This is an optimization exercise on Yosys and OpenROAD, whose aim is small area and a short achievable clock period, not a production implementation. RTL that was checked went through simulation tests only; none was proved equivalent to the original. The RTL of run 7 was laid out without a check of its function. The clock cells of runs 5 to 7 come from the design's own scripts or RTL, not from TritonCTS. No driver is modelled on the clock port, so clock power and skew are understated where the tree is cut down; a real chip needs a root buffer or a tree. No activity file was given, so power comes from the tool's default toggle rates.

[config.mk]
export PLATFORM = sky130hd
export DESIGN_NAME = sync_fifo
export DESIGN_NICKNAME = sync_fifo
export VERILOG_FILES = /design/flow/design.v
export SDC_FILE = /design/flow/constraint.sdc
export NUM_CORES = 4
export LEC_CHECK = 0
export CAP_MARGIN = 20
export CORE_MARGIN = 2
export CORE_UTILIZATION = 40
export SLEW_MARGIN = 20
export SYNTH_HIERARCHICAL = 1
export SYNTH_MINIMUM_KEEP_SIZE = 0
[constraint.sdc]
create_clock -name core_clock -period 3.6 [get_ports {i_clk}]
set_input_delay 0.7200 -clock core_clock [delete_from_list [all_inputs] [get_ports {i_clk}]]
set_output_delay 0.7200 -clock core_clock [all_outputs]
set_load 0.01 [all_outputs]
[design.v]
`timescale 1ns/1ps
module sync_fifo #(
    parameter WIDTH = 32,
    parameter DEPTH = 8,
    parameter ADDR_WIDTH = $clog2(DEPTH)
)(
    i_clk,
    i_rstn,
    i_wren,
    i_rden,
    i_wdata,
    o_rdata,
    o_empty,
    o_full
);
    input           i_clk;
    input           i_rstn;
    input           i_wren;
    input           i_rden;
    input [31:0]    i_wdata;
    output [31:0]   o_rdata;
    output          o_empty;
    output          o_full;
    reg  [31:0] head;            
    reg  [31:0] mem [0:6];       
    reg  [2:0]  rptr;            
    reg  [2:0]  wptr;            
    reg         empty;           
    reg         one;             
    reg         full;            
    function [2:0] lfsr_next;
        input [2:0] s;
        lfsr_next = {s[1:0], s[2] ^ s[1]};
    endfunction
    wire [2:0] rptr_nx = lfsr_next(rptr);
    wire [2:0] wptr_nx = lfsr_next(wptr);
    wire       two   = (wptr == rptr_nx);    
    wire       seven = (rptr == wptr_nx);    
    wire sel_w  = empty | (one & i_rden);    
    wire sel_m  = i_rden & ~one;             
    wire hold   = ~empty & ~i_rden;
    wire mem_we = i_wren & ~sel_w;           
    wire [6:0] sel_m_k;
    genvar g;
    generate
        for (g = 0; g < 7; g = g + 1) begin : g_sel
            assign sel_m_k[g] = sel_m & (rptr == g + 1);
        end
    endgenerate
    wire [31:0] head_nx;
    generate
        for (g = 0; g < 32; g = g + 1) begin : g_head
            wire y0, y1, y2;
            sync_fifo_aoi222 u0 (.a1(hold), .b1(head[g]), .a2(sel_w), .b2(i_wdata[g]), .a3(sel_m_k[0]), .b3(mem[0][g]), .y(y0));
            sync_fifo_aoi222 u1 (.a1(sel_m_k[1]), .b1(mem[1][g]), .a2(sel_m_k[2]), .b2(mem[2][g]), .a3(sel_m_k[3]), .b3(mem[3][g]), .y(y1));
            sync_fifo_aoi222 u2 (.a1(sel_m_k[4]), .b1(mem[4][g]), .a2(sel_m_k[5]), .b2(mem[5][g]), .a3(sel_m_k[6]), .b3(mem[6][g]), .y(y2));
            sync_fifo_nand3  u3 (.a(y0), .b(y1), .c(y2), .y(head_nx[g]));
        end
    endgenerate
    always @(posedge i_clk) begin
        head <= head_nx;
    end
    generate
        for (g = 0; g < 7; g = g + 1) begin : g_mem
            always @(posedge i_clk)
                if (mem_we && wptr == g + 1)
                    mem[g] <= i_wdata;
        end
    endgenerate
    always @(posedge i_clk or negedge i_rstn) begin
        if (!i_rstn) begin
            rptr  <= 3'd1;
            wptr  <= 3'd1;
            empty <= 1'b1;
            one   <= 1'b0;
            full  <= 1'b0;
        end else begin
            if (sel_m)  rptr <= rptr_nx;
            if (mem_we) wptr <= wptr_nx;
            empty <= ~i_wren & sel_w;
            one   <= (empty & i_wren) | (one & (i_wren == i_rden)) | (two & i_rden & ~i_wren);
            full  <= ~i_rden & (full | (i_wren & seven));
        end
    end
    assign o_rdata = head;
    assign o_empty = empty;
    assign o_full  = full;
endmodule
module sync_fifo_aoi222 (
    input  a1, b1, a2, b2, a3, b3,
    output y
);
    assign y = ~((a1 & b1) | (a2 & b2) | (a3 & b3));
endmodule
module sync_fifo_nand3 (
    input  a, b, c,
    output y
);
    assign y = ~(a & b & c);
endmodule
[run.sh]
#!/bin/bash
# synth_recipe.tcl (not shown) runs the flow's synth.tcl, then flattens the netlist and writes it again
# the make line also repeats each setting of config.mk as NAME=value (left out here)
make -C /OpenROAD-flow-scripts/flow DESIGN_CONFIG=/design/flow/config.mk WORK_HOME=/design/flow/orfs CLKGATE_MAP_FILE= SYNTH_SCRIPT=/design/flow/synth_recipe.tcl finish
==> impl_metrics.env, run 1 <==
export IMPL_wire_per_inst_um=24.10
export IMPL_ys_seq_area_share_pct=83.29
export IMPL_syn_inst=450
export IMPL_hold_buffers=0
export IMPL_rsz0062_at_grt="false"
export IMPL_synth_most_common_cell="edfxtp_1"
export IMPL_grt_pass1_vias=5336
export IMPL_clock_path_buffers=3
export IMPL_synth_compound_area_share_pct=10.81
export IMPL_nets=610
export IMPL_cp_slowest_cell="nor2_2"
export IMPL_drtIter0Drc=671
export IMPL_wl_met2_mm=10.35
export IMPL_p_leak_uw=0.003684
export IMPL_avgSynthCellArea_um2=20.27
export IMPL_die_area_um2=24020
export IMPL_syn_to_final_growth_pct=24.08
export IMPL_crit_family="simple AND/OR/NAND/NOR gates"
export IMPL_antenna_found_initial=1
export IMPL_final_layout_size_suffix_gt1_share_pct=16.11
export IMPL_grt_overflow_total=0
export IMPL_path_clk_slew_ps=60
export IMPL_status="no timing/DRC/antenna violations"
export IMPL_cp_arrival_ps=3090
export IMPL_cts_tree="yes"
export IMPL_numCtsBuffers=28
export IMPL_core_area_um2=22500
export IMPL_worst_slew_pin_transition_ps=734.2
export IMPL_routed_wl_mm=21.23
export IMPL_grt_pass1_wl_mm=31.99
export IMPL_skew_ps=6.676
export IMPL_yosys_warnings=9
export IMPL_clock_sinks=265
export IMPL_cts_resized=0
export IMPL_synthXorXnorAreaFrac_pct=0.7546
export IMPL_min_period_over_period_pct=73.28
export IMPL_cts_max_level=1
export IMPL_synth_cell_type_count=28
export IMPL_max_slew_margin_pct=51.00
export IMPL_netlist_area_um2=9120
export IMPL_path_cells="clkdlybuf4s50_1 -> buf_4 -> nor2b_4 -> nand2_1 -> nor2_2 -> buf_4 -> a222oi_1 -> nand3_1"
export IMPL_routed_via_density=5.932
export IMPL_crit_path_max_incr_delay_ps=620
export IMPL_synth_top_area_share_pct=73.75
export IMPL_grt_max_degree=23
export IMPL_dr_pass1_iters=6
export IMPL_track_usage_pct=17.44
export IMPL_synth_seq_cells=265
export IMPL_met3_length_mm=1.673
export IMPL_synth_simple_gate_area_share_pct=4.061
export IMPL_initial_core_util_pct=40.53
export IMPL_diodes=0
export IMPL_synth_top_cell_by_area="edfxtp_1"
export IMPL_die_w_um=155.0
export IMPL_ir_drop_uv=336.9
export IMPL_drc=0
export IMPL_vias=5226
export IMPL_syn_nets=486
export IMPL_crit_top_cell="buf_4"
export IMPL_critPathRequiredTime_ps=4060
export IMPL_critPathBufInv=3
export IMPL_startpoint_type="input pin"
export IMPL_cp_end_kind="register"
export IMPL_holdWs_ps=462.9
export IMPL_slew_violations=0
export IMPL_powerDensity_nw_per_um2=698.9
export IMPL_max_freq_ghz=0.3791
export IMPL_power_total_uw=7909
export IMPL_synth_commonest_cells="edfxtp_1 (224), a222oi_1 (96), dfxtp_1 (32), nand3_1 (32)"
export IMPL_synth_top_family_by_area="compound AO/OA/AOI/OAI gates"
export IMPL_io_pins=70
export IMPL_dp_hpwl_mm=12.07
export IMPL_drv_cap=0
export IMPL_synth_edf_count=224
export IMPL_synthAdderAreaFrac_pct=0
export IMPL_dieHeight_um=155.0
export IMPL_synth_top_flop_cell="edfxtp_1"
export IMPL_cp_max_fo=18
export IMPL_cts_setup_buffers=0
export IMPL_rows=55
export IMPL_ant_nets=0
export IMPL_place_congestion=0.7485
export IMPL_muxShareOfSynthArea_pct=0.6174
export IMPL_port_buffers=69
export IMPL_yosys_top_cells_area="edfxtp_1 (74%), a222oi_1 (11%), dfxtp_1 (7.0%)"
export IMPL_top_layer_used="met4"
export IMPL_met1_length_mm=8.946
export IMPL_period_minus_slack_ps=2638
export IMPL_finalSetupViolCount=0
export IMPL_crit_type="input pin to register"
export IMPL_async_flop_share_pct=3.396
export IMPL_clock_root_buffer="clkbuf_16"
export IMPL_clock_latency_ps=520
export IMPL_hold_class="register to register"
export IMPL_hold_viol_final=0
-- cells in the final DEF (no fill, tap or decap), types with 5 or more instances in the layout --
master / n
clkbuf_16: 29
nand2b_1: 6
a222oi_1: 96
clkinv_1: 5
nand3_1: 32
xnor2_1: 6
edfxtp_1: 224
buf_4: 30
dfrtp_1: 6
clkbuf_1: 9
clkdlybuf4s50_1: 69
dfxtp_1: 32
nor3_2: 7
nand2_1: 6
-- Yosys stat by module (local to each module, per instance) --
module	cells inside	area (um2)	copies in the design	flops+latches
sync_fifo_aoi222	1	10.01	96	0
sync_fifo	322	7999	1	265
sync_fifo_nand3	1	5.005	32	0
-- through the flow --
step                      setup WS [ps]  utilization [%]  area, um2  TNS (ps)  std cells
after floorplan                  -190.4                -       9125    -18280        450
after global placement            497.4            46.36      10430         0        828
after detailed placement          471.0            46.36      10430         0        828
after CTS                         981.8            50.24      11300         0        880
after global routing              830.3            50.29      11320         0        881
final                             961.9            50.29      11320         0        881
-- sequential cells by signal, summed over array words and instances (netlist names) --
register and flops:
full 1, wptr 3, mem 224, empty 1, one 1, head 32, rptr 3
-- metal layers --
layer / vias up / GRT usage [%]
li1: 2296 / -
met1: 2663 / 24.51
met2: 240 / 28.95
met3: 27 / 2.953
met4: 0 / 3.527
met5: - / 0
-- worst reg2reg max path, stage by stage (launching register included) --
cell	delay, ps
dfrtp_1	460
nor2b_4	180
nand2_1	190
nor2_2	630
buf_4	410
a222oi_1	180
nand3_1	110
-- logic make-up (layout without fill, tap and decap cells) --
| logic type | count (synthesis) | count (layout) |
|---|---|---|
| DFF | 265 | 265 |
| xor gates and xnor gates | 7 | 7 |
| and+or+nand+nor | 67 | 67 |
| muxes | 4 | 4 |
| AOI/OAI and AO/OA | 100 | 100 |
| buffers and inverters | 7 | 153 |
-- layout make-up --
type	count	area, um2
Multi-Input combinational cell	178	1560
Tap cell	285	356.6
Clock inverter	12	85.08
Fill cell	1821	11190
Clock buffer	40	787.0
Sequential cell	265	7596
Inverter	1	3.754
Timing Repair Buffer	100	927.1
-- power by group --
group | internal [uW] | leakage, uW | switching, uW | total [uW]
registers | 3550 | 0.00239 | 167 | 3710
clock network | 1590 | 0.000425 | 1090 | 2680
logic | 757 | 0.000868 | 761 | 1520
-- path summary, 6_finish.rpt --
| check | startpoint | endpoint | slack [ps] | cells after the start |
|---|---|---|---|---|
| worst max-delay path | i_rden | head[21]$_DFF_P_ | 960 | 8 |
| worst min-delay path | mem[2][4]$_DFFE_PP_ | head[4]$_DFF_P_ | 460 | 2 |
| worst max register to register | one$_DFF_PN0_ | head[21]$_DFF_P_ | 1400 | 6 |
| worst min register to register | mem[2][4]$_DFFE_PP_ | head[4]$_DFF_P_ | 460 | 2 |
| max in group asynchronous | i_rstn | rptr[0]$_DFFE_PN1P_ | 2740 | 1 |
| min in group asynchronous | i_rstn | rptr[2]$_DFFE_PN0P_ | 520 | 1 |
==> inputs of run 2 (changes only) <==
--- a/config.mk
+++ b/config.mk
@@ -8,6 +8,7 @@
 export CAP_MARGIN = 20
 export CORE_MARGIN = 2
 export CORE_UTILIZATION = 40
+export SETUP_SLACK_MARGIN = 1.9
 export SLEW_MARGIN = 20
 export SYNTH_HIERARCHICAL = 1
 export SYNTH_MINIMUM_KEEP_SIZE = 0
==> run 2 against run 1 <==
First-iteration DRC count increased by 18%; sequential cell count stayed put; area after synthesis stayed put; global-route usage rose by 0.64 points; clock-buffer cell count fell by 4; clock skew is 2.5 ps higher; maximum frequency is 41% higher; final cell count up 4.0%; die area unchanged; total power grew 3.8%; critical path type is now register to output port.
==> impl_metrics.env, run 2 <==
export IMPL_setup_tns_final_ps=0
export IMPL_ant_nets=0
export IMPL_vias=5343
export IMPL_cp_num_cells=1
export IMPL_core_area_um2=22500
export IMPL_place_inst=824
export IMPL_grt_pass1_wl_mm=32.91
export IMPL_crit_family="flip-flops"
export IMPL_cts_max_level=1
export IMPL_top_register="mem"
export IMPL_dieHeight_um=155.0
export IMPL_layout_common_cells="edfxtp_1 (224), a222oi_1 (96), buf_6 (46)"
export IMPL_stdcell_count=916
export IMPL_seq_area_um2=7646
export IMPL_cp_max_fo=2
export IMPL_die_area_um2=24020
export IMPL_hold_viol_final=0
export IMPL_cp_end_kind="output port"
export IMPL_critPathBufInv=1
export IMPL_multiInputGateArea_um2=1642
export IMPL_path_cells="buf_6"
export IMPL_drv_cap=0
export IMPL_rows=55
export IMPL_min_period_over_period_pct=51.98
export IMPL_layout_commonest_cell="edfxtp_1"
export IMPL_diodes=0
export IMPL_die_w_um=155.0
export IMPL_clock_sinks=265
export IMPL_initial_core_util_pct=40.53
export IMPL_io_pins=70
export IMPL_ys_seq_area_share_pct=83.29
export IMPL_avgSynthCellArea_um2=20.27
export IMPL_startpoint_type="register"
export IMPL_fill_cells=1725
export IMPL_dr_pass1_iters=5
export IMPL_wire_per_inst_um=24.15
export IMPL_track_usage_pct=18.08
export IMPL_clock_root_buffer="clkbuf_16"
export IMPL_cp_arrival_ps=1150
export IMPL_grt_max_degree=26
export IMPL_max_slew_margin_pct=69.02
export IMPL_antenna_found_initial=0
export IMPL_async_flop_share_pct=3.396
export IMPL_worst_slew_pin_transition_ps=463.2
export IMPL_grt_pass1_vias=5436
export IMPL_crit_path_max_incr_delay_ps=540
export IMPL_largest_register_ffs=224
export IMPL_grt_overflow_total=0
export IMPL_drc=0
export IMPL_synth_commonest_cells="edfxtp_1 (224), a222oi_1 (96), dfxtp_1 (32), nand3_1 (32)"
export IMPL_hold_buffers=0
export IMPL_nets=647
export IMPL_numCtsBuffers=27
export IMPL_synth_top_cell_by_area="edfxtp_1"
export IMPL_yosys_top_cells_area="edfxtp_1 (74%), a222oi_1 (11%), dfxtp_1 (7.0%)"
export IMPL_routed_wl_mm=22.12
export IMPL_cp_slowest_cell="dfstp_2"
export IMPL_whs_path_depth=2
export IMPL_clock_latency_ps=520
export IMPL_final_layout_size_suffix_gt1_share_pct=33.44
export IMPL_skew_ps=9.160
export IMPL_rr_worst_depth=7
export IMPL_period_minus_slack_ps=1871
export IMPL_crit_type="register to output port"
export IMPL_synth_most_common_cell="edfxtp_1"
export IMPL_max_freq_ghz=0.5344
export IMPL_largestRegisters="mem (224), head (32)"
export IMPL_status="no timing/DRC/antenna violations"
export IMPL_synth_edf_count=224
export IMPL_clock_path_buffers=3
export IMPL_rsz0062_at_grt="true"
export IMPL_critPathRequiredTime_ps=2880
export IMPL_synth_cell_type_count=28
export IMPL_place_congestion=0.7522
export IMPL_p_leak_uw=0.004046
export IMPL_synth_top_flop_cell="edfxtp_1"
export IMPL_syn_to_final_growth_pct=32.09
export IMPL_cts_tree="yes"
export IMPL_finalSetupViolCount=0
export IMPL_synth_seq_cells=265
export IMPL_port_buffers=69
export IMPL_dp_hpwl_mm=12.14
export IMPL_hold_class="register to register"
export IMPL_yosys_warnings=9
export IMPL_syn_nets=486
export IMPL_synth_top_area_share_pct=73.75
export IMPL_syn_inst=450
export IMPL_routed_via_density=5.833
export IMPL_netlist_area_um2=9120
export IMPL_drtIter0Drc=792
export IMPL_ir_drop_uv=313.1
export IMPL_path_clk_slew_ps=60
export IMPL_slew_violations=0
export IMPL_powerDensity_nw_per_um2=681.3
==> run 2: cell counts after synthesis <==
Identical to the previous run, type by type.
==> run 2: where the power goes <==
part           leakage [uW]  internal (uW)  switching (uW)  total, uW
clock              0.000419           1570            1110       2670
sequential          0.00239           3590             201       3790
combinational       0.00124            909             832       1740
total               0.00405           6070            2140       8210
==> run 2: kinds of logic (layout without fill, tap and decap cells) <==
| kind of cell | Yosys count | in the layout | share of synthesized area, % |
|---|---|---|---|
| buffers and inverters | 7 | 188 | 0.4664 |
| AO/OA/AOI/OAI | 100 | 100 | 10.81 |
| multiplexers | 4 | 4 | 0.6173 |
| AND/OR/NAND/NOR | 67 | 67 | 4.061 |
| flip-flops | 265 | 265 | 83.29 |
| XOR/XNOR | 7 | 7 | 0.7546 |
==> run 2: final cells by class <==
cell class,instances,area share (%)
tap,285,2.960
clock buffer,36,6.055
inverter,1,0.03116
multi-input combinational,178,13.63
clock inverter,13,1.007
sequential,265,63.47
timing repair buffer,138,12.85
==> run 2: through the flow <==
step	hold WS, ps	utilization, %	cell area (um2)	worst slack (ps)	power (uW)
2_1_floorplan	424.4	-	9233	1100	4549
3_3_place_gp	446.6	46.64	10500	575.7	5290
3_5_place_dp	451.8	46.64	10500	517.9	5324
4_1_cts	465.4	52.39	11790	1706	8154
5_1_grt	498.2	53.53	12050	1696	8544
6_report	475.9	53.53	12050	1729	8208
==> run 2: Yosys stat by module, one instance, submodules excluded <==
module	cell area (um2)	cells	flops+latches	copies in the design
sync_fifo	7999	322	265	1
sync_fifo_aoi222	10.01	1	0	96
sync_fifo_nand3	5.005	1	0	32
==> run 2: path summary, 6_finish.rpt <==
check                                  endpoint            startpoint  slack [ps]
setup / recovery                        o_empty       empty$_DFF_PN1_        1730
hold / removal                 head[22]$_DFF_P_  mem[2][22]$_DFFE_PP_         480
setup reg to reg           mem[6][13]$_DFFE_PP_       empty$_DFF_PN1_        1880
hold reg to reg                head[22]$_DFF_P_  mem[2][22]$_DFFE_PP_         480
max in group asynchronous   rptr[0]$_DFFE_PN1P_                i_rstn        2740
min in group asynchronous   rptr[2]$_DFFE_PN0P_                i_rstn         520
==> run 2: timing repair <==
item	in CTS	in global routing
buffers inserted	25	11
pin swaps	16	9
gates cloned	4	3
endpoints found under the setup margin	290	179
resized for setup	233	20
==> run 2: routing by layer <==
metal | GRT usage [%] | up-vias | part of all wire (%)
met1 | 25.38 | 2709 | 42
met2 | 29.25 | 223 | 48
met3 | 3.148 | 31 | 7.6
li1 | - | 2380 | -
met4 | 5.247 | 0 | 1.9
met5 | 0 | - | 0
==> inputs of run 3 (changes only) <==
--- a/config.mk
+++ b/config.mk
@@ -7,7 +7,9 @@
 export LEC_CHECK = 0
 export CAP_MARGIN = 20
 export CORE_MARGIN = 2
-export CORE_UTILIZATION = 40
+export CORE_UTILIZATION = 60
+export CTS_BUF_LIST = sky130_fd_sc_hd__clkbuf_4 sky130_fd_sc_hd__clkbuf_8
+export CTS_CLUSTER_SIZE = 30
 export SETUP_SLACK_MARGIN = 1.9
 export SLEW_MARGIN = 20
 export SYNTH_HIERARCHICAL = 1
==> run 3 against run 2 <==
Critical path depth unchanged; area after synthesis unchanged; die area down 33%; total power up 0.19%; sequential share of layout area up 2.0 points; sequential cell count unchanged; clock skew up 11 ps; maximum frequency up 0.29%; hold slack worse by 11 ps; register-to-register slack about the same; final cell count down 9.9%; global-route usage up 7.4 points; largest cell class unchanged; highest routed layer unchanged.
==> impl_metrics.env, run 3 <==
export IMPL_powerDensity_nw_per_um2=704.2
export IMPL_nets=641
export IMPL_place_congestion=0.7493
export IMPL_cts_max_level=2
export IMPL_use_met1_pct=36.19
export IMPL_clock_path_buffers=3
export IMPL_hold_class="register to register"
export IMPL_worst_slew_pin_transition_ps=546.4
export IMPL_antenna_found_initial=0
export IMPL_vias=5479
export IMPL_reg2reg_from="rptr[0]$_DFFE_PN1P_"
export IMPL_clock_root_buffer="clkbuf_8"
export IMPL_pwr_share_comb_pct=21.6
export IMPL_globalRouteMet2Util_pct=41.30
export IMPL_syn_to_final_growth_pct=28.04
export IMPL_port_buffers=69
export IMPL_power_total_uw=8223
export IMPL_async_flop_share_pct=3.396
export IMPL_dieHeight_um=127.3
export IMPL_syn_nets=486
export IMPL_final_layout_size_suffix_gt1_share_pct=36.26
export IMPL_cp_slowest_cell="dfstp_2"
export IMPL_largest_register_ffs=224
export IMPL_synth_seq_cells=265
export IMPL_avgSynthCellArea_um2=20.27
export IMPL_yosys_warnings=9
export IMPL_ant_nets=0
export IMPL_clock_latency_ps=530
export IMPL_hold_viol_final=0
export IMPL_initial_core_util_pct=60.67
export IMPL_diodes=0
export IMPL_path_clk_slew_ps=60
export IMPL_path_cells="buf_6"
export IMPL_clock_sinks=265
export IMPL_routed_via_density=6.641
export IMPL_top_register="mem"
export IMPL_synth_top_flop_cell="edfxtp_1"
export IMPL_layout_common_cells="edfxtp_1 (224), a222oi_1 (96), clkbuf_8 (48)"
export IMPL_switching_share_pct=25.71
export IMPL_rows=45
export IMPL_io_pins=70
export IMPL_stdcell_area_um2=11680
export IMPL_cp_max_fo=2
export IMPL_netlist_area_um2=9120
export IMPL_grt_overflow_total=0
export IMPL_max_slew_margin_pct=63.57
export IMPL_period_minus_slack_ps=1866
export IMPL_wire_per_inst_um=24.80
export IMPL_synth_commonest_cells="edfxtp_1 (224), a222oi_1 (96), dfxtp_1 (32), nand3_1 (32)"
export IMPL_track_usage_pct=25.45
export IMPL_synth_top_cell_by_area="edfxtp_1"
export IMPL_critPathBufInv=1
export IMPL_crit_family="flip-flops"
export IMPL_core_area_um2=15030
export IMPL_cp_arrival_ps=1150
export IMPL_yosys_top_cells_area="edfxtp_1 (74%), a222oi_1 (11%), dfxtp_1 (7.0%)"
export IMPL_min_period_over_period_pct=51.83
export IMPL_drc=0
export IMPL_crit_path_max_incr_delay_ps=530
export IMPL_startpoint="empty$_DFF_PN1_"
export IMPL_slew_violations=0
export IMPL_dr_pass1_iters=6
export IMPL_top_usage_layer="met2"
export IMPL_p_int_uw=6109
export IMPL_ys_seq_area_share_pct=83.29
export IMPL_die_area_um2=16200
export IMPL_max_freq_ghz=0.5359
export IMPL_synth_most_common_cell="edfxtp_1"
export IMPL_cp_end_kind="output port"
export IMPL_seq_area_um2=7642
export IMPL_fill_cells=846
export IMPL_largestRegisters="mem (224), head (32)"
export IMPL_synth_edf_count=224
export IMPL_rsz0062_at_grt="true"
export IMPL_switching_power_uw=2114
export IMPL_hold_start="mem[2][23]$_DFFE_PP_"
export IMPL_finalSetupViolCount=0
export IMPL_synth_top_area_share_pct=73.75
export IMPL_startpoint_type="register"
export IMPL_dp_hpwl_mm=11.03
export IMPL_placed_area_um2=10350
export IMPL_synth_cell_type_count=28
export IMPL_grt_pass1_vias=5661
export IMPL_status="no timing/DRC/antenna violations"
export IMPL_layout_commonest_cell="edfxtp_1"
export IMPL_p_seq_share_pct=46.0
export IMPL_syn_inst=450
export IMPL_hold_buffers=0
export IMPL_numCtsBuffers=42
export IMPL_die_w_um=127.3
export IMPL_drtIter0Drc=796
export IMPL_p_leak_uw=0.003958
export IMPL_ir_drop_uv=611.4
export IMPL_routed_wl_mm=20.46
export IMPL_drv_cap=0
export IMPL_p_clk_share_pct=32.4
export IMPL_grt_pass1_wl_mm=31.10
export IMPL_crit_type="register to output port"
export IMPL_met3_usage_pct=4.397
export IMPL_skew_ps=20.62
export IMPL_setup_tns_final_ps=0
export IMPL_critPathRequiredTime_ps=2880
export IMPL_multiInputGateArea_um2=1658
export IMPL_cts_tree="yes"
export IMPL_grt_max_degree=33
==> run 3: what timing repair did <==
action | 4_1_cts | 5_1_grt
resized for setup | 227 | 26
cloned | 0 | 1
buffers inserted | 15 | 7
endpoints found under the setup margin | 291 | 202
pin swaps | 4 | 6
==> run 3: worst paths after layout <==
path,to,depth (start not counted),slack (ps)
max reg2reg,head[27]$_DFF_P_,6,1880
max in group asynchronous,empty$_DFF_PN1_,1,2790
min,head[23]$_DFF_P_,2,460
min in group asynchronous,full$_DFF_PN0_,1,500
min reg2reg,head[23]$_DFF_P_,2,460
max,o_empty,1,1730
==> run 3: routing by layer <==
layer  share of wire, %  wire length, um
met1                 40             8151
met2                 49             9964
met3                9.9             2029
met4                1.5              315
met5                  0                0
==> run 3: power by group through the flow <==
stage / Clock [uW] / Sequential (uW) / Combinational (uW)
2_1_floorplan: 0 / 3810 / 743
5_1_grt: 2830 / 3810 / 1910
3_5_place_dp: 0 / 3790 / 1520
6_report: 2660 / 3790 / 1780
4_1_cts: 2700 / 3790 / 1650
3_3_place_gp: 0 / 3780 / 1490
==> run 3: stage by stage <==
| step | instances | hold WS, ps | setup WS (ps) | utilization (%) |
|---|---|---|---|---|
| after floorplan | 450 | 424.4 | 1100 | - |
| final | 825 | 464.5 | 1734 | 77.68 |
| after global placement | 726 | 449.9 | 630.8 | 68.88 |
| after detailed placement | 726 | 452.1 | 588.6 | 68.88 |
| after CTS | 817 | 465.1 | 1712 | 76.54 |
| after global routing | 825 | 486.4 | 1699 | 77.68 |
==> run 3: worst min-delay path, cell delays in order, from the launching register on <==
cell	delay [ps]
edfxtp_1	320
a222oi_1	60
nand3_1	60
==> run 3: Yosys stat by module (local to each module, per instance) <==
| module | flip-flops and latches | cells |
|---|---|---|
| sync_fifo_aoi222 | 0 | 1 |
| sync_fifo_nand3 | 0 | 1 |
| sync_fifo | 265 | 322 |
==> run 3: cell type report <==
cell class	count	area share, %
clock inverters	6	0.6965
well taps	188	2.014
flip-flops and latches	265	65.45
inverters	1	0.03214
clock buffers	70	7.072
repair buffers	117	10.54
multi-input cells	178	14.20
==> run 3: cell families after synthesis <==
group / share of synthesized area (%)
xor gates and xnor gates: 0.7546
AOI/OAI and AO/OA: 10.81
and+or+nand+nor: 4.061
muxes: 0.6173
buffers and inverters: 0.4664
DFF: 83.29
==> inputs of run 4 (changes only) <==
--- a/design.v
+++ b/design.v
@@ -25,7 +25,8 @@
     reg  [31:0] mem [0:6];       
     reg  [2:0]  rptr;            
     reg  [2:0]  wptr;            
-    reg         empty;           
+    reg         nempty;          
+    wire        empty = ~nempty;
     reg         one;             
     reg         full;            
     function [2:0] lfsr_next;
@@ -71,13 +72,13 @@
         if (!i_rstn) begin
             rptr  <= 3'd1;
             wptr  <= 3'd1;
-            empty <= 1'b1;
+            nempty <= 1'b0;
             one   <= 1'b0;
             full  <= 1'b0;
         end else begin
             if (sel_m)  rptr <= rptr_nx;
             if (mem_we) wptr <= wptr_nx;
-            empty <= ~i_wren & sel_w;
+            nempty <= i_wren | ~sel_w;
             one   <= (empty & i_wren) | (one & (i_wren == i_rden)) | (two & i_rden & ~i_wren);
             full  <= ~i_rden & (full | (i_wren & seven));
         end
==> config.mk (replaced) <==
export PLATFORM = sky130hd
export DESIGN_NAME = sync_fifo
export DESIGN_NICKNAME = sync_fifo
export VERILOG_FILES = /design/flow/design.v
export SDC_FILE = /design/flow/constraint.sdc
export NUM_CORES = 4
export LEC_CHECK = 0
export CAP_MARGIN = 20
export CORE_MARGIN = 2
export CORE_UTILIZATION = 40
export SETUP_SLACK_MARGIN = 2.0
export SLEW_MARGIN = 20
export SYNTH_HIERARCHICAL = 1
export SYNTH_MINIMUM_KEEP_SIZE = 0
==> run 4 against run 3 <==
Via count rose by 7.6%; clock power barely moved; combinational power rose by 22%; non-clock buffer count rose by 79; wire length rose by 31%; global-route usage fell by 5.5 points; critical path depth rose by 7; area after synthesis barely moved; total power rose by 5.1%; cell area rose by 13%; maximum frequency rose by 1.1%; hold slack improved by 3.5 ps.
==> impl_metrics.env, run 4 <==
export IMPL_status="no timing/DRC/antenna violations"
export IMPL_rows=55
export IMPL_grt_max_degree=34
export IMPL_slew_violations=0
export IMPL_hold_start="mem[5][12]$_DFFE_PP_"
export IMPL_p_leak_uw=0.004545
export IMPL_antenna_found_initial=0
export IMPL_hold_buffers=0
export IMPL_cp_slowest_cell="dfstp_2"
export IMPL_rsz0062_at_grt="true"
export IMPL_diodes=0
export IMPL_whs_path_depth=2
export IMPL_syn_nets=487
export IMPL_critPathRequiredTime_ps=3840
export IMPL_avgSynthCellArea_um2=20.21
export IMPL_synth_top_cell_by_area="edfxtp_1"
export IMPL_powerDensity_nw_per_um2=655.9
export IMPL_worst_slew_pin_transition_ps=516.2
export IMPL_clock_latency_ps=530
export IMPL_vias=5894
export IMPL_max_freq_ghz=0.5418
export IMPL_dieHeight_um=155.0
export IMPL_clock_path_buffers=3
export IMPL_max_slew_margin_pct=65.59
export IMPL_synth_commonest_cells="edfxtp_1 (224), a222oi_1 (96), dfxtp_1 (32), nand3_1 (32)"
export IMPL_dp_hpwl_mm=11.78
export IMPL_reg2reg_from="wptr[0]$_DFFE_PN1P_"
export IMPL_synth_top_flop_cell="edfxtp_1"
export IMPL_routed_wl_mm=26.89
export IMPL_crit_path_max_incr_delay_ps=540
export IMPL_routed_via_density=6.045
export IMPL_clock_root_buffer="clkbuf_16"
export IMPL_stdcell_count=975
export IMPL_initial_core_util_pct=40.51
export IMPL_die_w_um=155.0
export IMPL_setup_tns_final_ps=0
export IMPL_final_util_pct=58.56
export IMPL_reg2reg_slack_ps=1750
export IMPL_yosys_warnings=9
export IMPL_period_minus_slack_ps=1846
export IMPL_ys_seq_area_share_pct=83.31
export IMPL_cp_arrival_ps=2080
export IMPL_grt_overflow_total=0
export IMPL_synth_most_common_cell="edfxtp_1"
export IMPL_synth_edf_count=224
export IMPL_ant_nets=0
export IMPL_startpoint_type="register"
export IMPL_die_area_um2=24010
export IMPL_r2r_end="mem[6][21]$_DFFE_PP_"
export IMPL_synth_seq_cells=265
export IMPL_skew_ps=11.03
export IMPL_cts_tree="yes"
export IMPL_final_layout_size_suffix_gt1_share_pct=39.42
export IMPL_synth_top_area_share_pct=73.79
export IMPL_cts_max_level=1
export IMPL_syn_to_final_growth_pct=44.55
export IMPL_core_area_um2=22500
export IMPL_syn_inst=451
export IMPL_grt_pass1_vias=5812
export IMPL_track_usage_pct=19.98
export IMPL_min_period_over_period_pct=51.27
export IMPL_largest_register_ffs=224
export IMPL_ir_drop_uv=311.1
export IMPL_crit_type="register to register"
export IMPL_layout_common_cells="edfxtp_1 (224), a222oi_1 (96), buf_6 (69)"
export IMPL_nets=707
export IMPL_wire_per_inst_um=27.58
export IMPL_hold_class="register to register"
export IMPL_rr_worst_depth=8
export IMPL_port_buffers=69
export IMPL_path_clk_slew_ps=60
export IMPL_clock_sinks=265
export IMPL_place_congestion=0.7066
export IMPL_place_inst=824
export IMPL_netlist_area_um2=9116
export IMPL_grt_pass1_wl_mm=35.85
export IMPL_hold_viol_final=0
export IMPL_drv_cap=0
export IMPL_layout_commonest_cell="edfxtp_1"
export IMPL_hold_end="head[12]$_DFF_P_"
export IMPL_cp_end_kind="register"
export IMPL_numCtsBuffers=27
export IMPL_drc=0
export IMPL_path_cells="nand4_1 -> buf_6 -> buf_12 -> buf_8 -> nor2_4 -> buf_6 -> buf_12 -> buf_8"
export IMPL_yosys_top_cells_area="edfxtp_1 (74%), a222oi_1 (11%), dfxtp_1 (7.0%)"
export IMPL_top_register="mem"
export IMPL_drtIter0Drc=1023
export IMPL_largestRegisters="mem (224), head (32)"
export IMPL_cp_max_fo=6
export IMPL_synth_cell_type_count=27
export IMPL_io_pins=70
export IMPL_async_flop_share_pct=3.396
export IMPL_dr_pass1_iters=7
export IMPL_finalSetupViolCount=0
[run 4: cell types whose count changed in the layout (fill, tap and decap cells not counted), sizes merged, moves of 2 or more]
cell	before	now
buf	81	151
clkbuf	73	50
clkinv	3	7
inv	1	3
[run 4: how the worst max path moves through the flow]
stage	startpoint	to	slack, ps	cells past startpoint
floorplan	i_rden	mem[2][0]$_DFFE_PP_	1110	4
global placement	i_rden	head[3]$_DFF_P_	490	7
detailed placement	i_rden	head[3]$_DFF_P_	480	7
CTS	nempty$_DFF_PN0_	o_empty	1800	2
global route	wptr[0]$_DFFE_PN1P_	mem[6][21]$_DFFE_PP_	1740	8
finish	wptr[0]$_DFFE_PN1P_	mem[6][21]$_DFFE_PP_	1750	8
[run 4: kinds of logic after synthesis]
group,Yosys count,share of synthesized area [%]
AO/OA/AOI/OAI,100,10.82
XOR/XNOR,7,0.8372
buffers and inverters,8,0.4665
flip-flops,265,83.31
multiplexers,4,0.6176
AND/OR/NAND/NOR,67,3.953
[run 4: modules after synthesis, one instance, submodules excluded]
module | times used | area, um2 | flops+latches | cells inside
sync_fifo | 1 | 7995 | 265 | 323
sync_fifo_nand3 | 32 | 5.005 | 0 | 1
sync_fifo_aoi222 | 96 | 10.01 | 0 | 1
[run 4: worst max-delay path: cells and delay by family, from the launching register on]
family	cells	cell delay, ps
buffers and inverters	6	740
and+or+nand+nor	2	260
DFF	1	540
[run 4: stage by stage]
stage          total power (uW)  hold slack [ps]  worst slack [ps]  instance area, um2
6_report                   8643            468.0              1754               13180
5_1_grt                    8939            483.3              1736               13180
4_1_cts                    8472            467.7              1795               12570
3_5_place_dp               5333            454.2             484.2               10460
3_3_place_gp               5297            446.9             490.5               10460
2_1_floorplan              4549            424.4              1107                9229
[run 4: final cells by class]
cell class              instances  area [um2]
flip-flops and latches        265        7654
repair buffers                196        2648
inverters                       2       7.507
multi-input cells             179        1672
fillers                      1575        9325
clock buffers                  39       770.7
clock inverters                 9       70.07
well taps                     285       356.6
[run 4: where the power goes]
group          total [uW]  internal [uW]  switching, uW  leakage, uW
Combinational        2180           1180           1000      0.00174
Clock                2650           1550           1100     0.000416
Sequential           3810           3600            212      0.00239
[run 4: metal layers]
layer	global-route usage, %	routed length, um	vias up
li1	-	-	2510
met1	26.12	10340	3016
met2	33.48	13630	309
met3	3.538	2172	59
met4	7.760	750	0
met5	0	0	-
[run 4: what timing repair did]
action                                  in CTS  in global routing
endpoints found under the hold margin        0                  0
endpoints found under the setup margin     291                290
gates resized for setup                    301                 36
gates cloned                                16                 14
pin swaps                                   46                 56
setup buffers                               55                 18
==> inputs of run 5 (changes only) <==
==> flow/run.sh (new file) <==
#!/bin/bash
# Own layout flow: the standard flow (standard.sh) with a hand-built
# two-level clock tree (flow/mcts.tcl) in place of TritonCTS, and small
# port buffers. Each step's full output goes to a log file in this folder;
# ORFS's per-step logs are under orfs/logs/.
set -euo pipefail
W=$(pwd)
EXTRA=(
  "BUFFER_PORTS_ARGS=-buffer_cell sky130_fd_sc_hd__buf_2"
  "PRE_CTS_TCL=$W/flow/mcts.tcl"
)
bash standard.sh "${EXTRA[@]}" synth > synth.log 2>&1
bash standard.sh "${EXTRA[@]}" finish > layout.log 2>&1
==> flow/mcts.tcl (new file) <==
proc mcts_bisect {sinks depth axis} {
  if {$depth == 0 || [llength $sinks] < 2} { return [list $sinks] }
  set idx [expr {$axis == 0 ? 1 : 2}]
  set s [lsort -real -index $idx $sinks]
  set h [expr {[llength $s] / 2}]
  set a [lrange $s 0 [expr {$h - 1}]]
  set b [lrange $s $h end]
  set na [expr {1 - $axis}]
  return [concat [mcts_bisect $a [expr {$depth - 1}] $na] [mcts_bisect $b [expr {$depth - 1}] $na]]
}
proc mcts_centroid {items} {
  set sx 0.0; set sy 0.0
  foreach s $items { set sx [expr {$sx + [lindex $s 1]}]; set sy [expr {$sy + [lindex $s 2]}] }
  set n [llength $items]
  return [list [expr {int($sx / $n)}] [expr {int($sy / $n)}]]
}
proc mcts_build {clk_port mid_depth leaf_depth mid_cell leaf_cell} {
  set block [ord::get_db_block]
  set db [ord::get_db]
  set clknet [[$block findBTerm $clk_port] getNet]
  set sinks {}
  foreach it [$clknet getITerms] {
    set bb [[$it getInst] getBBox]
    lappend sinks [list $it [expr {([$bb xMin] + [$bb xMax]) / 2}] [expr {([$bb yMin] + [$bb yMax]) / 2}]]
  }
  set mids [mcts_bisect $sinks $mid_depth 0]
  set m 0
  foreach mid $mids {
    set minst [odb::dbInst_create $block [$db findMaster $mid_cell] "clkbuf_mid_$m"]
    set mnet [odb::dbNet_create $block "clknet_mid_$m"]
    $mnet setSigType CLOCK
    [$minst findITerm A] connect $clknet
    [$minst findITerm X] connect $mnet
    set leaves [mcts_bisect $mid [expr {$leaf_depth - $mid_depth}] [expr {$mid_depth % 2}]]
    set lc {}
    set l 0
    foreach leaf $leaves {
      set linst [odb::dbInst_create $block [$db findMaster $leaf_cell] "clkbuf_leaf_${m}_$l"]
      set lnet [odb::dbNet_create $block "clknet_leaf_${m}_$l"]
      $lnet setSigType CLOCK
      foreach s $leaf { set it [lindex $s 0]; $it disconnect; $it connect $lnet }
      [$linst findITerm A] connect $mnet
      [$linst findITerm X] connect $lnet
      set c [mcts_centroid $leaf]
      $linst setLocation [lindex $c 0] [lindex $c 1]
      $linst setPlacementStatus PLACED
      lappend lc [list x [lindex $c 0] [lindex $c 1]]
      puts "mcts: leaf ${m}_$l drives [llength $leaf] sinks"
      incr l
    }
    set c [mcts_centroid $lc]
    $minst setLocation [lindex $c 0] [lindex $c 1]
    $minst setPlacementStatus PLACED
    incr m
  }
  $clknet setSigType CLOCK
}

# Used as PRE_CTS_TCL: build the tree here, then make the CTS step's own
# clock_tree_synthesis call a no-op so the rest of ORFS's CTS step
# (legalisation, timing repair, writing results) runs unchanged.
mcts_build i_clk 2 4 sky130_fd_sc_hd__clkbuf_16 sky130_fd_sc_hd__clkbuf_8
set_propagated_clock [all_clocks]
rename clock_tree_synthesis orig_clock_tree_synthesis
proc clock_tree_synthesis {args} { puts "clock tree built by flow/mcts.tcl" }
==> standard.sh (new file) <==
#!/bin/bash
# synth_recipe.tcl (not shown) runs the flow's synth.tcl, then flattens the netlist and writes it again
# the make line also repeats each setting of config.mk as NAME=value (left out here)
make -C /OpenROAD-flow-scripts/flow DESIGN_CONFIG=/design/flow/config.mk WORK_HOME=/design/flow/orfs CLKGATE_MAP_FILE= SYNTH_SCRIPT=/design/flow/synth_recipe.tcl "${@:-finish}"
--- a/config.mk
+++ b/config.mk
@@ -7,8 +7,8 @@
 export LEC_CHECK = 0
 export CAP_MARGIN = 20
 export CORE_MARGIN = 2
-export CORE_UTILIZATION = 40
-export SETUP_SLACK_MARGIN = 2.0
+export CORE_UTILIZATION = 55
+export SETUP_SLACK_MARGIN = 2.1
 export SLEW_MARGIN = 20
 export SYNTH_HIERARCHICAL = 1
 export SYNTH_MINIMUM_KEEP_SIZE = 0
removed: run.sh
==> run 5 against run 4 <==
Setup slack better by 92 ps; combinational power down 17%; first-iteration DRC count down 15%; clock skew up 19 ps; maximum frequency up 5.2%; die area down 27%; synthesized cell count unchanged; sequential share of layout area up 6.5 points; via count down 5.6%; clock power down 46%; hold slack worse by 230 ps; critical path depth down 1.
==> impl_metrics.env, run 5 <==
export IMPL_synth_most_common_cell="edfxtp_1"
export IMPL_stdcell_count=842
export IMPL_async_flop_share_pct=3.396
export IMPL_period_minus_slack_ps=1754
export IMPL_max_slew_margin_pct=64.37
export IMPL_fill_cells=987
export IMPL_holdWs_ps=241.6
export IMPL_place_congestion=0.7561
export IMPL_wire_per_inst_um=28.94
export IMPL_p_leak_uw=0.004017
export IMPL_rows=47
export IMPL_critPathRequiredTime_ps=3630
export IMPL_ys_seq_area_share_pct=83.31
export IMPL_core_area_um2=16410
export IMPL_drc=0
export IMPL_cp_end_kind="register"
export IMPL_netlist_area_um2=9116
export IMPL_powerDensity_nw_per_um2=592.4
export IMPL_dp_hpwl_mm=10.04
export IMPL_cp_max_fo=4
export IMPL_antenna_found_initial=0
export IMPL_place_ws_ps=996.8
export IMPL_routed_via_density=6.607
export IMPL_port_buffers=69
export IMPL_layout_commonest_cell="edfxtp_1"
export IMPL_path_cells="nand4_1 -> buf_6 -> buf_6 -> nor2_4 -> buf_12 -> buf_12 -> clkbuf_16"
export IMPL_hold_viol_final=0
export IMPL_syn_to_final_growth_pct=29.84
export IMPL_ir_drop_uv=376.4
export IMPL_crit_type="register to register"
export IMPL_synth_cell_type_count=27
export IMPL_routed_wl_mm=24.37
export IMPL_synthAdderAreaFrac_pct=0
export IMPL_synth_top_cell_by_area="edfxtp_1"
export IMPL_hold_class="input pin to asynchronous set/reset pin"
export IMPL_drv_cap=0
export IMPL_slew_violations=0
export IMPL_finalSetupViolCount=0
export IMPL_ant_nets=0
export IMPL_p_int_uw=5092
export IMPL_nets=660
export IMPL_min_period_over_period_pct=48.72
export IMPL_startpoint="wptr[0]$_DFFE_PN1P_"
export IMPL_initial_core_util_pct=55.56
export IMPL_synth_simple_gate_area_share_pct=3.953
export IMPL_largestRegisters="mem (224), head (32)"
export IMPL_top_register="mem"
export IMPL_dieHeight_um=132.7
export IMPL_switching_share_pct=27.38
export IMPL_seq_area_um2=7644
export IMPL_status="no timing/DRC/antenna violations"
export IMPL_path_clk_slew_ps=120
export IMPL_muxShareOfSynthArea_pct=0.6176
export IMPL_clock_latency_ps=320
export IMPL_synth_edf_count=224
export IMPL_synth_commonest_cells="edfxtp_1 (224), a222oi_1 (96), dfxtp_1 (32), nand3_1 (32)"
export IMPL_final_util_pct=72.14
export IMPL_track_usage_pct=24.89
export IMPL_synth_compound_area_share_pct=10.82
export IMPL_p_seq_share_pct=53.8
export IMPL_syn_inst=451
export IMPL_avgSynthCellArea_um2=20.21
export IMPL_syn_nets=487
export IMPL_grt_overflow_total=0
export IMPL_setup_tns_final_ps=0
export IMPL_synthXorXnorAreaFrac_pct=0.8372
export IMPL_grt_pass1_wl_mm=32.86
export IMPL_drtIter0Drc=874
export IMPL_rsz0062_at_grt="true"
export IMPL_grt_pass1_vias=5462
export IMPL_finalWorstSetupSlack_ps=1846
export IMPL_yosys_warnings=9
export IMPL_dr_pass1_iters=8
export IMPL_die_area_um2=17620
export IMPL_yosys_top_cells_area="edfxtp_1 (74%), a222oi_1 (11%), dfxtp_1 (7.0%)"
export IMPL_synth_seq_cells=265
export IMPL_diodes=0
export IMPL_pwr_share_comb_pct=25.7
export IMPL_synth_top_area_share_pct=73.79
export IMPL_cp_arrival_ps=1780
export IMPL_io_pins=70
export IMPL_grt_max_degree=34
export IMPL_multiInputGateArea_um2=1652
export IMPL_switching_power_uw=1920
export IMPL_max_freq_ghz=0.5702
export IMPL_skew_ps=30.32
export IMPL_vias=5563
export IMPL_p_clk_share_pct=20.5
export IMPL_worst_slew_pin_transition_ps=534.4
export IMPL_place_inst=751
export IMPL_layout_common_cells="edfxtp_1 (224), a222oi_1 (96), buf_6 (43)"
export IMPL_final_layout_size_suffix_gt1_share_pct=39.87
export IMPL_cp_slowest_cell="dfstp_2"
export IMPL_die_w_um=132.7
export IMPL_startpoint_type="register"
export IMPL_largest_register_ffs=224
export IMPL_synth_top_family_by_area="compound AO/OA/AOI/OAI gates"
export IMPL_crit_path_max_incr_delay_ps=560
export IMPL_hold_buffers=0
export IMPL_reg2reg_from="wptr[0]$_DFFE_PN1P_"
export IMPL_synth_top_flop_cell="edfxtp_1"
run 5: cell counts after synthesis:
No cell type changed its count.
run 5: cell families after synthesis:
logic type / after synthesis
flip-flops: 265
AND/OR/NAND/NOR: 67
multiplexers: 4
XOR/XNOR: 7
buffers and inverters: 8
AO/OA/AOI/OAI: 100
run 5: path summary, 6_finish.rpt:
kind	endpoint	slack, ps	cells after the start
hold / removal	full$_DFF_PN0_	240	1
setup / recovery	mem[6][9]$_DFFE_PP_	1850	7
min in group core_clock	head[30]$_DFF_P_	480	2
setup reg to reg	mem[6][9]$_DFFE_PP_	1850	7
hold reg to reg	head[30]$_DFF_P_	480	2
max in group asynchronous	rptr[0]$_DFFE_PN1P_	3090	1
run 5: cell type report:
cell class | instances | area share (%)
sequential | 265 | 64.58
timing repair buffer | 157 | 16.37
multi-input combinational | 178 | 13.95
inverter | 2 | 0.06342
tap | 220 | 2.326
buffer | 20 | 2.706
run 5: worst max-delay path: cells and delay by family (launching register included):
family	cells	cell delay, ps
buffers and inverters	5	660
DFF	1	560
and+or+nand+nor	2	230
run 5: timing repair:
item | 4_1_cts | 5_1_grt
hold endpoints to repair | 0 | 0
pin swaps | 56 | 25
buffers inserted | 29 | 18
resized for setup | 97 | 56
cloned | 10 | 14
endpoints found under the setup margin | 279 | 286
run 5: power groups by stage:
stage               Clock, uW  Combinational [uW]  Sequential (uW)
floorplan                   0                 741             3810
global placement            0                1280             3770
detailed placement          0                1320             3780
CTS                      1450                1490             3730
global route             1550                1920             3790
finish                   1440                1800             3770
run 5: metrics by stage:
step                power [uW]  cell area (um2)
global placement          5046             9980
finish                    7012            11840
detailed placement        5101             9980
global route              7255            11840
CTS                       6663            11130
floorplan                 4549             9229
run 5: metal layers:
| metal | part of all wire (%) | GRT usage (%) |
|---|---|---|
| met5 | 0 | 0 |
| met3 | 9.9 | 3.027 |
| met1 | 38 | 33.87 |
| met4 | 2.1 | 5.197 |
| met2 | 50 | 43.84 |
run 5: modules after synthesis (local to each module, per instance):
module	cells	flip-flops and latches
sync_fifo	323	265
sync_fifo_aoi222	1	0
sync_fifo_nand3	1	0
==> inputs of run 6 (changes only) <==
--- a/config.mk
+++ b/config.mk
@@ -7,8 +7,8 @@
 export LEC_CHECK = 0
 export CAP_MARGIN = 20
 export CORE_MARGIN = 2
-export CORE_UTILIZATION = 55
-export SETUP_SLACK_MARGIN = 2.1
+export CORE_UTILIZATION = 40
+export SETUP_SLACK_MARGIN = 1.9
 export SLEW_MARGIN = 20
 export SYNTH_HIERARCHICAL = 1
 export SYNTH_MINIMUM_KEEP_SIZE = 0
==> run 6 against run 5 <==
Critical path type is now input pin to register; sequential share of layout area increased by 3.2 points; setup slack got worse by 64 ps; largest power group unchanged; register-to-register slack improved by 50 ps; hold slack improved by 17 ps; clock skew decreased by 16 ps; wire length decreased by 7.4%; first-iteration DRC count increased by 1.3%; core utilization decreased by 22 points.
==> impl_metrics.env, run 6 <==
export IMPL_status="no timing/DRC/antenna violations"
export IMPL_grt_pass1_wl_mm=33.33
export IMPL_crit_top_cell="buf_6"
export IMPL_synth_seq_cells=265
export IMPL_period_minus_slack_ps=1818
export IMPL_drc=0
export IMPL_hold_viol_final=0
export IMPL_p_clk_share_pct=21.0
export IMPL_nets=640
export IMPL_powerDensity_nw_per_um2=609.2
export IMPL_place_congestion=0.7313
export IMPL_cp_slowest_cell="a222oi_1"
export IMPL_top_register="mem"
export IMPL_globalRouteMet2Util_pct=31.56
export IMPL_layout_commonest_cell="edfxtp_1"
export IMPL_hold_class="input pin to asynchronous set/reset pin"
export IMPL_yosys_top_cells_area="edfxtp_1 (74%), a222oi_1 (11%), dfxtp_1 (7.0%)"
export IMPL_vias=5377
export IMPL_layout_common_cells="edfxtp_1 (224), a222oi_1 (96), buf_2 (66)"
export IMPL_use_met1_pct=23.99
export IMPL_power_total_uw=6828
export IMPL_finalSetupViolCount=0
export IMPL_max_slew_margin_pct=73.87
export IMPL_avgSynthCellArea_um2=20.21
export IMPL_drv_cap=0
export IMPL_crit_type="input pin to register"
export IMPL_drtIter0Drc=885
export IMPL_path_cells="buf_12 -> nor2b_4 -> nand2_4 -> nor3_4 -> buf_6 -> buf_6 -> buf_8 -> a222oi_1 -> nand3_1"
export IMPL_reg2reg_from="rptr[2]$_DFFE_PN0P_"
export IMPL_antenna_found_initial=0
export IMPL_dieHeight_um=155.0
export IMPL_path_clk_slew_ps=100
export IMPL_critPathRequiredTime_ps=3770
export IMPL_grt_max_degree=33
export IMPL_slew_violations=0
export IMPL_ant_nets=0
export IMPL_cp_max_fo=7
export IMPL_netlist_area_um2=9116
export IMPL_synth_top_flop_cell="edfxtp_1"
export IMPL_hold_buffers=0
export IMPL_p_seq_share_pct=54.2
export IMPL_routed_wl_mm=22.57
export IMPL_diodes=0
export IMPL_async_flop_share_pct=3.396
export IMPL_crit_path_max_incr_delay_ps=330
export IMPL_switching_power_uw=1869
export IMPL_skew_ps=14.78
export IMPL_synth_most_common_cell="edfxtp_1"
export IMPL_syn_to_final_growth_pct=22.93
export IMPL_largest_register_ffs=224
export IMPL_dp_hpwl_mm=11.98
export IMPL_min_period_over_period_pct=50.51
export IMPL_holdWs_ps=258.3
export IMPL_largestRegisters="mem (224), head (32)"
export IMPL_cp_arrival_ps=1990
export IMPL_synth_commonest_cells="edfxtp_1 (224), a222oi_1 (96), dfxtp_1 (32), nand3_1 (32)"
export IMPL_p_int_uw=4958
export IMPL_io_pins=70
export IMPL_dr_pass1_iters=6
export IMPL_rsz0062_at_grt="true"
export IMPL_startpoint="i_rden"
export IMPL_placed_area_um2=10090
export IMPL_routed_via_density=6.062
export IMPL_ir_drop_uv=285.3
export IMPL_final_layout_size_suffix_gt1_share_pct=32.06
export IMPL_p_leak_uw=0.003774
export IMPL_setup_tns_final_ps=0
export IMPL_worst_slew_pin_transition_ps=392.0
export IMPL_synth_top_area_share_pct=73.79
export IMPL_syn_nets=487
export IMPL_top_usage_layer="met2"
export IMPL_port_buffers=69
export IMPL_grt_overflow_total=0
export IMPL_track_usage_pct=18.01
export IMPL_multiInputGateArea_um2=1639
export IMPL_switching_share_pct=27.38
export IMPL_fill_cells=1794
export IMPL_synth_top_cell_by_area="edfxtp_1"
export IMPL_clock_latency_ps=300
export IMPL_rr_worst_depth=5
export IMPL_grt_pass1_vias=5479
export IMPL_die_area_um2=24010
export IMPL_die_w_um=155.0
export IMPL_met3_usage_pct=1.783
export IMPL_rows=55
export IMPL_final_util_pct=49.80
export IMPL_stdcell_area_um2=11210
export IMPL_core_area_um2=22500
export IMPL_pwr_share_comb_pct=24.8
export IMPL_seq_area_um2=7600
export IMPL_startpoint_type="input pin"
export IMPL_cp_end_kind="register"
export IMPL_initial_core_util_pct=40.51
export IMPL_synth_edf_count=224
export IMPL_ys_seq_area_share_pct=83.31
export IMPL_yosys_warnings=9
export IMPL_wire_per_inst_um=25.44
export IMPL_max_freq_ghz=0.5500
export IMPL_syn_inst=451
export IMPL_synth_cell_type_count=27
==> run 6: per-layer routing <==
metal,vias to the layer above,part of all wire (%)
met3,35,8.0
met1,2726,39
li1,2340,-
met5,-,0
met2,276,50
met4,0,2.2
==> run 6: path summary, 6_finish.rpt <==
kind	to	slack [ps]
min in group core_clock	head[28]$_DFF_P_	480
min	rptr[2]$_DFFE_PN0P_	260
max in group asynchronous	rptr[0]$_DFFE_PN1P_	3090
max	head[17]$_DFF_P_	1780
max reg2reg	head[31]$_DFF_P_	1900
min reg2reg	head[28]$_DFF_P_	480
==> run 6: final cells by class <==
cell class	count	area share [%]
inverter	2	0.06699
buffer	20	2.858
tap	285	3.182
sequential	265	67.81
timing repair buffer	137	11.45
multi-input combinational	178	14.63
==> run 6: logic make-up after synthesis <==
kind of cell    Yosys count  share of synthesized area (%)
compound gates          100                          10.82
xor+xnor                  7                         0.8372
buf+inv                   8                         0.4665
flops                   265                          83.31
mux                       4                         0.6176
simple gates             67                          3.953
==> run 6: power by group through the flow <==
stage               sequential, uW  combinational, uW  clock, uW
detailed placement            3790               1340          0
floorplan                     3810                741          0
finish                        3700               1690       1430
CTS                           3710               1640       1470
global placement              3780               1320          0
global route                  3730               1820       1580
==> run 6: per-module statistics from Yosys (local to each module, per instance) <==
module | cells | flip-flops and latches
sync_fifo | 323 | 265
sync_fifo_aoi222 | 1 | 0
sync_fifo_nand3 | 1 | 0
==> run 6: critical path: cells and delay by family <==
kind	cells	cell delay, ps
AOI/OAI and AO/OA	1	330
buffers and inverters	4	490
and+or+nand+nor	4	440
==> run 6: through the flow <==
step	instances	setup WS, ps
final	887	1782
after global routing	887	1732
after CTS	877	1804
after detailed placement	820	815.6
after global placement	820	808.3
after floorplan	451	1107
==> run 6: timing repair <==
action                                  CTS  global route
endpoints found under the setup margin  231           148
pin swaps                                49            56
gates cloned                              6             5
buffers inserted                         31             5
gates resized for setup                  42            23
==> inputs of run 7 (changes only) <==
==> design.v (replaced) <==
`timescale 1ns/1ps
module sync_fifo #(
    parameter WIDTH = 32,
    parameter DEPTH = 8,
    parameter ADDR_WIDTH = $clog2(DEPTH)
)(
    i_clk,
    i_rstn,
    i_wren,
    i_rden,
    i_wdata,
    o_rdata,
    o_empty,
    o_full
);
    input           i_clk;
    input           i_rstn;
    input           i_wren;
    input           i_rden;
    input [31:0]    i_wdata;
    output [31:0]   o_rdata;
    output          o_empty;
    output          o_full;
    reg  [31:0] head;            
    reg  [31:0] mem [0:6];       
    reg  [2:0]  rptr;            
    reg  [2:0]  wptr;            
    reg         nempty;          
    reg         one;             
    reg         full;            
    wire        empty = ~nempty;
    function [2:0] lfsr_next;
        input [2:0] s;
        lfsr_next = {s[1:0], s[2] ^ s[1]};
    endfunction
    wire [2:0] rptr_nx = lfsr_next(rptr);
    wire [2:0] wptr_nx = lfsr_next(wptr);
    wire       two   = (wptr == rptr_nx);    
    wire       seven = (rptr == wptr_nx);    
    wire [6:0] rslot;    
    wire [6:0] wslot;    
    genvar g;
    generate
        for (g = 0; g < 7; g = g + 1) begin : g_dec
            assign rslot[g] = ~one & (rptr == g + 1);
            assign wslot[g] = nempty & (wptr == g + 1);
        end
    endgenerate
    wire       hold;     
    wire       sel_w;    
    wire       wok;      
    wire [6:0] sel_m;    
    wire [6:0] mem_we;   
    sync_fifo_andn2 u_hold  (.a(nempty), .b(i_rden), .y(hold));
    sync_fifo_a21o  u_selw  (.a1(one), .a2(i_rden), .b1(empty), .y(sel_w));
    sync_fifo_a21n  u_wok   (.b1(i_wren), .a1(one), .a2(i_rden), .y(wok));
    generate
        for (g = 0; g < 7; g = g + 1) begin : g_gate
            sync_fifo_and2 u_selm (.a(i_rden), .b(rslot[g]), .y(sel_m[g]));
            sync_fifo_and2 u_we   (.a(wok),    .b(wslot[g]), .y(mem_we[g]));
        end
    endgenerate
    wire [31:0] head_nx;
    generate
        for (g = 0; g < 32; g = g + 1) begin : g_head
            wire y0, y1, y2;
            sync_fifo_aoi222 u0 (.a1(hold), .b1(head[g]), .a2(sel_w), .b2(i_wdata[g]), .a3(sel_m[0]), .b3(mem[0][g]), .y(y0));
            sync_fifo_aoi222 u1 (.a1(sel_m[1]), .b1(mem[1][g]), .a2(sel_m[2]), .b2(mem[2][g]), .a3(sel_m[3]), .b3(mem[3][g]), .y(y1));
            sync_fifo_aoi222 u2 (.a1(sel_m[4]), .b1(mem[4][g]), .a2(sel_m[5]), .b2(mem[5][g]), .a3(sel_m[6]), .b3(mem[6][g]), .y(y2));
            sync_fifo_nand3  u3 (.a(y0), .b(y1), .c(y2), .y(head_nx[g]));
        end
    endgenerate
    always @(posedge i_clk) begin
        head <= head_nx;
    end
    generate
        for (g = 0; g < 7; g = g + 1) begin : g_mem
            always @(posedge i_clk)
                if (mem_we[g])
                    mem[g] <= i_wdata;
        end
    endgenerate
    always @(posedge i_clk or negedge i_rstn) begin
        if (!i_rstn) begin
            rptr   <= 3'd1;
            wptr   <= 3'd1;
            nempty <= 1'b0;
            one    <= 1'b0;
            full   <= 1'b0;
        end else begin
            if (i_rden & ~one)       rptr <= rptr_nx;
            if (wok & nempty)        wptr <= wptr_nx;
            nempty <= i_wren | ~sel_w;
            one    <= (empty & i_wren) | (one & (i_wren == i_rden)) | (two & i_rden & ~i_wren);
            full   <= ~i_rden & (full | (i_wren & seven));
        end
    end
    assign o_rdata = head;
    assign o_empty = empty;
    assign o_full  = full;
endmodule
module sync_fifo_aoi222 (
    input  a1, b1, a2, b2, a3, b3,
    output y
);
    assign y = ~((a1 & b1) | (a2 & b2) | (a3 & b3));
endmodule
module sync_fifo_nand3 (
    input  a, b, c,
    output y
);
    assign y = ~(a & b & c);
endmodule
module sync_fifo_and2 (
    input  a, b,
    output y
);
    assign y = a & b;
endmodule
module sync_fifo_andn2 (
    input  a, b,
    output y
);
    assign y = a & ~b;
endmodule
module sync_fifo_a21o (
    input  a1, a2, b1,
    output y
);
    assign y = (a1 & a2) | b1;
endmodule
module sync_fifo_a21n (
    input  a1, a2, b1,
    output y
);
    assign y = b1 & ~(a1 & a2);
endmodule
--- a/config.mk
+++ b/config.mk
@@ -8,7 +8,7 @@
 export CAP_MARGIN = 20
 export CORE_MARGIN = 2
 export CORE_UTILIZATION = 40
-export SETUP_SLACK_MARGIN = 1.9
+export SETUP_SLACK_MARGIN = 2.05
 export SLEW_MARGIN = 20
 export SYNTH_HIERARCHICAL = 1
 export SYNTH_MINIMUM_KEEP_SIZE = 0
==> run 7 against run 6 <==
Sequential power rose by 1%; still clean; critical endpoint is now head[10]$_DFF_P_; maximum frequency rose by 1.6%; sequential cell count did not move; critical path type is now register to register; largest power group unchanged.
==> impl_metrics.env, run 7 <==
export IMPL_status="no timing/DRC/antenna violations"
export IMPL_min_period_over_period_pct=49.70
export IMPL_async_flop_share_pct=3.396
export IMPL_diodes=0
export IMPL_slew_violations=0
export IMPL_synth_commonest_cells="edfxtp_1 (224), a222oi_1 (96), dfxtp_1 (32), nand3_1 (32), and2_1 (14)"
export IMPL_wire_per_inst_um=27.74
export IMPL_syn_inst=463
export IMPL_die_w_um=155.6
export IMPL_hold_class="input pin to asynchronous set/reset pin"
export IMPL_worst_slew_pin_transition_ps=679.3
export IMPL_cp_arrival_ps=2030
export IMPL_netlist_area_um2=9193
export IMPL_grt_max_degree=34
export IMPL_place_congestion=0.7592
export IMPL_core_area_um2=22570
export IMPL_critPathRequiredTime_ps=3840
export IMPL_largest_register_ffs=224
export IMPL_routed_wl_mm=25.41
export IMPL_grt_overflow_total=0
export IMPL_power_total_uw=7095
export IMPL_dieHeight_um=155.6
export IMPL_avgSynthCellArea_um2=19.85
export IMPL_clock_latency_ps=310
export IMPL_cp_slowest_cell="dfrtp_2"
export IMPL_final_util_pct=51.32
export IMPL_max_slew_margin_pct=54.62
export IMPL_port_buffers=69
export IMPL_largestRegisters="mem (224), head (32)"
export IMPL_synth_edf_count=224
export IMPL_syn_nets=499
export IMPL_layout_commonest_cell="edfxtp_1"
export IMPL_startpoint_type="register"
export IMPL_drtIter0Drc=959
export IMPL_synth_most_common_cell="edfxtp_1"
export IMPL_rows=55
export IMPL_max_freq_ghz=0.5589
export IMPL_path_clk_slew_ps=110
export IMPL_drc=0
export IMPL_ir_drop_uv=477.7
export IMPL_p_leak_uw=0.003925
export IMPL_hold_viol_final=0
export IMPL_setup_tns_final_ps=0
export IMPL_drv_cap=0
export IMPL_synth_seq_cells=265
export IMPL_placed_area_um2=9905
export IMPL_crit_type="register to register"
export IMPL_hold_buffers=0
export IMPL_stdcell_area_um2=11580
export IMPL_final_layout_size_suffix_gt1_share_pct=37.56
export IMPL_critPathBufInv=1
export IMPL_track_usage_pct=20.52
export IMPL_powerDensity_nw_per_um2=612.5
export IMPL_top_register="mem"
export IMPL_synth_top_cell_by_area="edfxtp_1"
export IMPL_yosys_warnings=9
export IMPL_antenna_found_initial=2
export IMPL_synth_top_flop_cell="edfxtp_1"
export IMPL_crit_path_max_incr_delay_ps=440
export IMPL_grt_pass1_wl_mm=37.07
export IMPL_grt_pass1_vias=5884
export IMPL_initial_core_util_pct=40.73
export IMPL_syn_to_final_growth_pct=26.01
export IMPL_cp_end_kind="register"
export IMPL_layout_common_cells="edfxtp_1 (224), a222oi_1 (96), buf_2 (60)"
export IMPL_rsz0062_at_grt="true"
export IMPL_finalSetupViolCount=0
export IMPL_dp_hpwl_mm=10.56
export IMPL_die_area_um2=24210
export IMPL_nets=669
export IMPL_path_cells="buf_4 -> nor3_2 -> and2_4 -> a222oi_1 -> nand3_1"
export IMPL_cp_max_fo=16
export IMPL_period_minus_slack_ps=1789
export IMPL_crit_family="simple AND/OR/NAND/NOR gates"
export IMPL_synth_top_area_share_pct=73.17
export IMPL_ant_nets=0
export IMPL_dr_pass1_iters=7
export IMPL_yosys_top_cells_area="edfxtp_1 (73%), a222oi_1 (10%), dfxtp_1 (7.0%)"
export IMPL_vias=5766
export IMPL_synth_cell_type_count=26
export IMPL_io_pins=70
export IMPL_ys_seq_area_share_pct=82.62
export IMPL_routed_via_density=6.295
export IMPL_skew_ps=19.83
run 7: what timing repair did:
action / CTS / global route
pin swaps: 44 / 16
endpoints found under the setup margin: 266 / 273
cloned: 18 / 1
resized for setup: 58 / 20
buffers inserted: 61 / 3
run 7: per-module statistics from Yosys, one instance, submodules excluded:
module	times used	flip-flops and latches	cells
sync_fifo	1	265	318
sync_fifo_a21n	1	0	1
sync_fifo_a21o	1	0	1
sync_fifo_and2	14	0	1
sync_fifo_andn2	1	0	1
sync_fifo_aoi222	96	0	1
sync_fifo_nand3	32	0	1
run 7: area by class of cell:
type / instances / area, um2
Sequential cell: 265 / 7624
Buffer: 20 / 320.3
Multi-Input combinational cell: 209 / 1858
Fill cell: 1799 / 10990
Tap cell: 285 / 356.6
Timing Repair Buffer: 135 / 1418
Inverter: 2 / 7.507
run 7: per-layer routing:
| layer | share of wire (%) | routed length (um) | track usage (%) | vias up |
|---|---|---|---|---|
| li1 | - | - | - | 2419 |
| met1 | 40 | 10160 | 29.13 | 2940 |
| met2 | 48 | 12140 | 33.50 | 346 |
| met3 | 9.5 | 2409 | 2.917 | 57 |
| met4 | 2.6 | 667 | 5.548 | 4 |
| met5 | 0.11 | 27 | 0 | - |
run 7: metrics by stage:
stage          hold slack [ps]  setup slack [ps]  instances
3_3_place_gp             447.4              1387        813
6_report                 243.4              1811        916
4_1_cts                  247.1              1915        912
2_1_floorplan            424.4              1947        463
3_5_place_dp             451.1              1327        813
5_1_grt                  248.5              1775        916
run 7: power breakdown:
part,leakage [uW],internal (uW),total [uW],switching (uW)
combinational,0.00138,905,1900,993
sequential,0.00238,3560,3740,179
clock,0.000164,605,1450,850
run 7: kinds of logic (layout without fill, tap and decap cells):
kind of cell / Yosys count / in the layout / share of synthesized area, %
AO/OA/AOI/OAI: 103 / 103 / 10.98
XOR/XNOR: 8 / 8 / 0.9255
buffers and inverters: 6 / 157 / 0.4356
flip-flops: 265 / 265 / 82.62
multiplexers: 4 / 4 / 0.4900
AND/OR/NAND/NOR: 77 / 94 / 4.546
run 7: worst paths after layout:
check	startpoint	depth (start not counted)	endpoint	slack [ps]
setup / recovery	one$_DFF_PN0_	5	head[10]$_DFF_P_	1810
hold / removal	i_rstn	1	wptr[1]$_DFFE_PN0P_	240
setup reg to reg	one$_DFF_PN0_	5	head[10]$_DFF_P_	1810
hold reg to reg	mem[2][3]$_DFFE_PP_	2	head[3]$_DFF_P_	470
max in group asynchronous	i_rstn	1	wptr[0]$_DFFE_PN1P_	3080
min in group core_clock	mem[2][3]$_DFFE_PP_	2	head[3]$_DFF_P_	470

re-timing with driven ports:
The flow's constraints put no driver on any port. The routed layouts listed below were extracted and timed again, unchanged, in two steps.
Step 1 assumes that a clkbuf_16 drives the clock port and a buf_2 every other input.
Step 2 times the ports against the registers' clock, not the clock port: input delays grow and output delays shrink by t, the midpoint of the rising clock arrivals with the driver on.
a / b / c = ideal ports / drivers / drivers and shift; a / b = the first two.
run	shift t [ns]	slack for setup (ns)	slew at the worst register clock pin (ns)	worst slew at a driven data input, ns	cell pins on the clock port's net
run 1	0.558	0.962 / 0.965 / 0.407	0.06 / 0.06	0.06	1
run 2	0.558	1.729 / 1.685 / 1.359	0.06 / 0.06	0.05	1
run 3	0.558	1.734 / 1.697 / 1.323	0.06 / 0.06	0.04	1
run 4	0.569	1.754 / 1.754 / 1.221	0.06 / 0.06	0.06	1
run 5	0.399	1.846 / 1.823 / 1.497	0.12 / 0.12	0.06	4
run 6	0.392	1.782 / 1.827 / 1.435	0.10 / 0.10	0.06	4
run 7	0.395	1.811 / 1.811 / 1.609	0.11 / 0.11	0.06	4
After both steps every run listed still meets setup and hold. For run 1, which loses most, drivers alone change the setup slack by +0.003 ns; drivers and shift together by -0.555 ns.
